What follows belongs to an exercise in optimizing a design on an open flow for small area; a production flow would make more cautious choices.
RTL that was checked went through simulation tests only; none was proved equivalent to the original.

==> 12-10: inputs <==
==> flow/design.v (excerpt) <==
module CPU(result,pc_value,r0_value,rf_we,instr,rst, clk);
input clk;
input rst;
input [15:0] instr;
output [15:0] result;
output [15:0] pc_value;
output [15:0] r0_value;
output rf_we;
reg  [15:0] ir;        
reg         zf;        
reg  [15:0] pc;
reg  [15:0] r0;
reg  [15:0] rf [1:15];
reg  [15:1] valid;
reg  [15:0] dm [0:15];
always @(posedge rst or posedge clk)
  if (rst) begin
    ir[15:12] <= 4'b0;
    ir[7:4]   <= 4'b0;
  end else begin
    ir[15:12] <= instr[15:12];
    ir[7:4]   <= instr[7:4];
  end
always @(posedge clk) begin
  ir[11:8] <= instr[11:8];
  ir[3:0]  <= instr[3:0];
end
wire [3:0] op = ir[15:12];
wire [3:0] rd = ir[11:8];
wire [3:0] ex = ir[7:4];
wire [3:0] rs = ir[3:0];
wire [7:0] imm = ir[7:0];
wire op0 = (op == 4'b0000);
wire op4 = (op == 4'b0100);
wire op8 = (op == 4'b1000);
wire i_mov   = op0 & (ex == 4'b1101);
wire i_cmp   = op0 & (ex == 4'b1011);
wire i_rr    = op0 & ~i_mov & ~i_cmp;           
wire i_load  = op4 & (ex == 4'b0000);
wire i_stor  = op4 & (ex == 4'b0100);
wire i_jc    = op4 & (ex == 4'b1100);
wire i_jal   = op4 & (ex == 4'b1000);
wire i_lui   = (op == 4'b1111);
wire i_movi  = (op == 4'b1101);
wire i_lsh   = op8 & (ex == 4'b0100);
wire i_lshi  = op8 & (ex[3:1] == 3'b000);
wire i_shift = i_lsh | i_lshi;
wire i_bc    = (op == 4'b1100);
wire i_addi  = (op == 4'b0101);
wire i_subi  = (op == 4'b1001);
wire i_cmpi  = (op == 4'b1011);
wire i_andi  = (op == 4'b0001);
wire i_ori   = (op == 4'b0010);
wire i_xori  = (op == 4'b0011);
wire f_sub = (i_rr & (ex == 4'b1001)) | i_subi;
wire f_and = (i_rr & (ex == 4'b0001)) | i_andi;
wire f_or  = (i_rr & (ex == 4'b0010)) | i_ori;
wire f_xor = (i_rr & (ex == 4'b0011)) | i_cmp | i_cmpi | i_xori;
wire f_log = f_and | f_or | f_xor;
wire use_sext = i_addi | i_subi | i_cmpi;
wire use_zext = i_andi | i_ori | i_xori;
wire wr_alu = i_rr | i_addi | i_subi | i_andi | i_ori | i_xori;
wire wr_en  = wr_alu | i_mov | i_movi | i_load | i_lui | i_shift | i_jal;
wire cond = (rd[3:1] == 3'b000) & (rd[0] ^ zf);
wire take_br = i_bc & cond;
  ...
==> flow/config.mk <==
export PLATFORM = sky130hd
export DESIGN_NAME = CPU
export DESIGN_NICKNAME = CPU
export VERILOG_FILES = /design/flow/design.v
export SDC_FILE = /design/flow/constraint.sdc
export NUM_CORES = 4
export LEC_CHECK = 0
export ABC_AREA = 1
export CAP_MARGIN = 20
export CORE_MARGIN = 2
export CORE_UTILIZATION = 50
export PLACE_DENSITY = 0.65
export SLEW_MARGIN = 20
==> flow/constraint.sdc <==
create_clock -name core_clock -period 9.0 [get_ports {clk}]
set_input_delay 1.8000 -clock core_clock [delete_from_list [all_inputs] [get_ports {clk}]]
set_output_delay 1.8000 -clock core_clock [all_outputs]
set_load 0.01 [all_outputs]
standard.sh (not shown) runs the stock make flow with config.mk's settings and CLKGATE_MAP_FILE= SYNTH_SCRIPT=/design/flow/synth_recipe.tcl, a recipe that flattens the netlist after the stock synthesis.
==> flow/flow/run.sh <==
#!/bin/bash
# Own layout flow: the standard ORFS flow (standard.sh), with one change to
# synthesis: the ABC technology-mapping script is replaced by an area-oriented
# one (flow/abc_area.script). Everything else in synthesis is synth_recipe.tcl
# unchanged (same passes, flattening and renaming, so the registers are the
# standard synthesis's). Floorplan to finish are standard.sh's.
set -euo pipefail
W=$(pwd)
{
  cat <<EOT
proc abc {args} {
  set i [lsearch \$args -script]
  if {\$i >= 0} { lset args [expr {\$i + 1}] {$W/flow/abc_area.script} }
  yosys abc {*}\$args
}
EOT
  cat "$W/synth_recipe.tcl"
} > "$W/own_synth.tcl"
sed "s#SYNTH_SCRIPT=[^ ]*#SYNTH_SCRIPT=$W/own_synth.tcl#" "$W/standard.sh" > "$W/own_standard.sh"
grep -q "SYNTH_SCRIPT=$W/own_synth.tcl" "$W/own_standard.sh"
bash "$W/own_standard.sh" > "$W/own_flow.log" 2>&1
==> flow/flow/abc_area.script <==
&get -n
&st
&dch -f
&nf -p -R 1000
&put
&get -n
&st
&dch -f
&nf -p -R 1000
&put
topo
==> inputs of 03-14, as changes to 12-10 <==
--- a/flow/design.v
+++ b/flow/design.v
@@ -125,18 +125,33 @@
 assign result   = wd;
 assign rf_we    = wr_en;
 assign pc_value = pc;
 assign r0_value = r0;
 always @(posedge rst or posedge clk)
   if (rst) zf <= 1'b0;
   else     zf <= z_next;
-wire [7:0]  pc_add = take_br ? imm : 8'd1;
-wire [8:0]  pc_lo  = {1'b0, pc[7:0]} + {1'b0, pc_add};
-wire [7:0]  pc_hi  = pc[15:8] + {8{take_br & imm[7]}} + {7'b0, pc_lo[8]};
-wire [15:0] pc_inc = {pc_hi, pc_lo[7:0]};
+wire [7:0]  pc_add = {{7{take_br}} & imm[7:1], ~take_br | imm[0]};
+wire [8:0]  pcc;
+wire [15:0] pc_inc;
+assign pcc[0] = 1'b0;
+generate
+  for (gi = 0; gi < 8; gi = gi + 1) begin : g_pclo
+    assign pc_inc[gi] = pc[gi] ^ pc_add[gi] ^ pcc[gi];
+    assign pcc[gi+1]  = (pc[gi] & pc_add[gi]) | (pcc[gi] & (pc[gi] | pc_add[gi]));
+  end
+endgenerate
+wire       pc_dec = take_br & imm[7];
+wire [8:0] hc;    
+assign hc[0] = pcc[8] ^ pc_dec;
+generate
+  for (gi = 0; gi < 8; gi = gi + 1) begin : g_pchi
+    assign pc_inc[8+gi] = pc[8+gi] ^ hc[gi];
+    assign hc[gi+1]     = hc[gi] & (pc[8+gi] ^ pc_dec);
+  end
+endgenerate
 always @(posedge rst or posedge clk)
   if (rst)          pc <= 16'b0;
   else if (take_j)  pc <= rb;
   else              pc <= pc_inc;
 always @(posedge rst or posedge clk)
   if (rst)                     r0 <= 16'b0;
   else if (wr_en & dec_rd[0])  r0 <= wd;
==> flow/flow/run.sh (replaced) <==
#!/bin/bash
# Own layout flow: the standard ORFS flow (standard.sh), with one change to
# synthesis: the ABC technology-mapping script is replaced by an area-oriented
# one (flow/abc_area.script). Everything else in synthesis is synth_recipe.tcl
# unchanged (same passes, flattening and renaming, so the registers are the
# standard synthesis's). Floorplan to finish are standard.sh's, with the clock
# tree and port buffer options set below.
set -euo pipefail
W=$(pwd)
{
  cat <<EOT
proc abc {args} {
  set i [lsearch \$args -script]
  if {\$i >= 0} { lset args [expr {\$i + 1}] {$W/flow/abc_area.script} }
  yosys abc {*}\$args
}
EOT
  cat "$W/synth_recipe.tcl"
} > "$W/own_synth.tcl"
sed "s#SYNTH_SCRIPT=[^ ]*#SYNTH_SCRIPT=$W/own_synth.tcl#" "$W/standard.sh" > "$W/own_standard.sh"
grep -q "SYNTH_SCRIPT=$W/own_synth.tcl" "$W/own_standard.sh"
# Clock tree: no dummy loads, small clock buffers in larger sink clusters.
export CTS_ARGS="-sink_clustering_enable -repair_clock_nets -dont_use_dummy_load -buf_list {sky130_fd_sc_hd__clkbuf_4} -sink_clustering_size 8 -sink_clustering_max_diameter 40"
# Every input and output port still gets its own buffer; the smallest buffer does.
export BUFFER_PORTS_ARGS="-buffer_cell sky130_fd_sc_hd__buf_1"
# Let the resizer use every buffer size (no buffer pruning) when it repairs
# slew and capacitance during global placement and resizing. The setting is
# kept in the database, so turn pruning back on for the later steps (their
# timing repair does not run with it off).
export PRE_GLOBAL_PLACE_TCL="$W/flow/rsz_noprune.tcl"
export PRE_RESIZE_TCL="$W/flow/rsz_noprune.tcl"
for step in DETAIL_PLACE REPAIR_TIMING_POST_PLACE CTS GLOBAL_ROUTE DETAIL_ROUTE; do
  export PRE_${step}_TCL="$W/flow/rsz_prune.tcl"
done
bash "$W/own_standard.sh" > "$W/own_flow.log" 2>&1
==> flow/flow/abc_area.script (replaced) <==
&get -n
&st
&dch -f
&nf -p -R 1000
&put
&get -n
&st
&dch -f
&nf -p -R 1000
&put
&get -n
&st
&dch -f
&nf -p -R 1000
&put
&get -n
&st
&dch -f
&nf -p -R 1000
&put
&get -n
&st
&dch -f
&nf -p -R 1000
&put
&get -n
&st
&dch -f
&nf -p -R 1000
&put
topo
==> flow/flow/rsz_noprune.tcl (new file) <==
set_opt_config -disable_buffer_pruning true
==> flow/flow/rsz_prune.tcl (new file) <==
set_opt_config -disable_buffer_pruning false
==> flow/config.mk (replaced) <==
export PLATFORM = sky130hd
export DESIGN_NAME = CPU
export DESIGN_NICKNAME = CPU
export VERILOG_FILES = /design/flow/design.v
export SDC_FILE = /design/flow/constraint.sdc
export NUM_CORES = 4
export LEC_CHECK = 0
export ABC_AREA = 1
export CAP_MARGIN = 5
export CORE_MARGIN = 2
export CORE_UTILIZATION = 62
export PLACE_DENSITY = 0.74
export SLEW_MARGIN = 5
==> impl_metrics.toml <==
[drt]
met1_length_um = 28460
wl_met3_um = 14580
num_vias = 18773

[global_routing]
gr-usage-met3 = 0.1686

[timing]
finalCriticalPeriod_ps = 8720

[status]
outcome = "no timing/DRC/antenna violations"

[finish]
clkCellAreaFrac = 0.02444
diodes = 4

[power]
sequentialPower_mw = 3.15
clk-power_mw = 1.24
combPwrFrac = 0.183
p_comb_mw = 0.985

[floorplanning]
initial_core_util = 0.6306

[yosys]
syn-instance-count = 1549

[min_path]
min_from = "valid[12]"

[clocking]
postCtsSetupBuffers = 0
Source of the figures above: 03-14

==> impl_metrics.toml <==
[floorplanning]
initial_core_util = 0.5059

[drt]
met1_length_um = 31090
wl_met3_um = 10720
num_vias = 18267

[finish]
diodes = 1
clkCellAreaFrac = 0.06488

[global_routing]
gr-usage-met3 = 0.06571

[status]
outcome = "no timing/DRC/antenna violations"

[power]
p_comb_mw = 1.12
combPwrFrac = 0.170

[clocking]
postCtsSetupBuffers = 1
Source of the figures above: 12-10

Function not checked in 12-10: the RTL went through the layout flow alone.

[static timing again, ports no longer ideal]
In the flow no input, the clock included, has a driving cell. The finished layouts below were timed again as built, in two steps. Step 1: set_driving_cell puts a clkbuf_16 on clk and a buf_2 on each other input, an assumption about the parent block. Step 2 adds t to the input delays and takes it off the output delays; t is the mean of the earliest and latest rising clock arrival at the registers after step 1. Input paths then give back, and output paths get back, about the clock's delay inside the block. Three values: no drivers, after step 1, after step 2; two values: the first two.
run	t, ns	setup slack, ns	slew at the worst register clock pin (ns)
12-10	0.673	0.380 / 0.321 / 0.994	0.07 / 0.07
03-14	0.851	0.280 / 0.226 / 1.077	0.10 / 0.10
After both steps setup and hold are still met in every run listed.
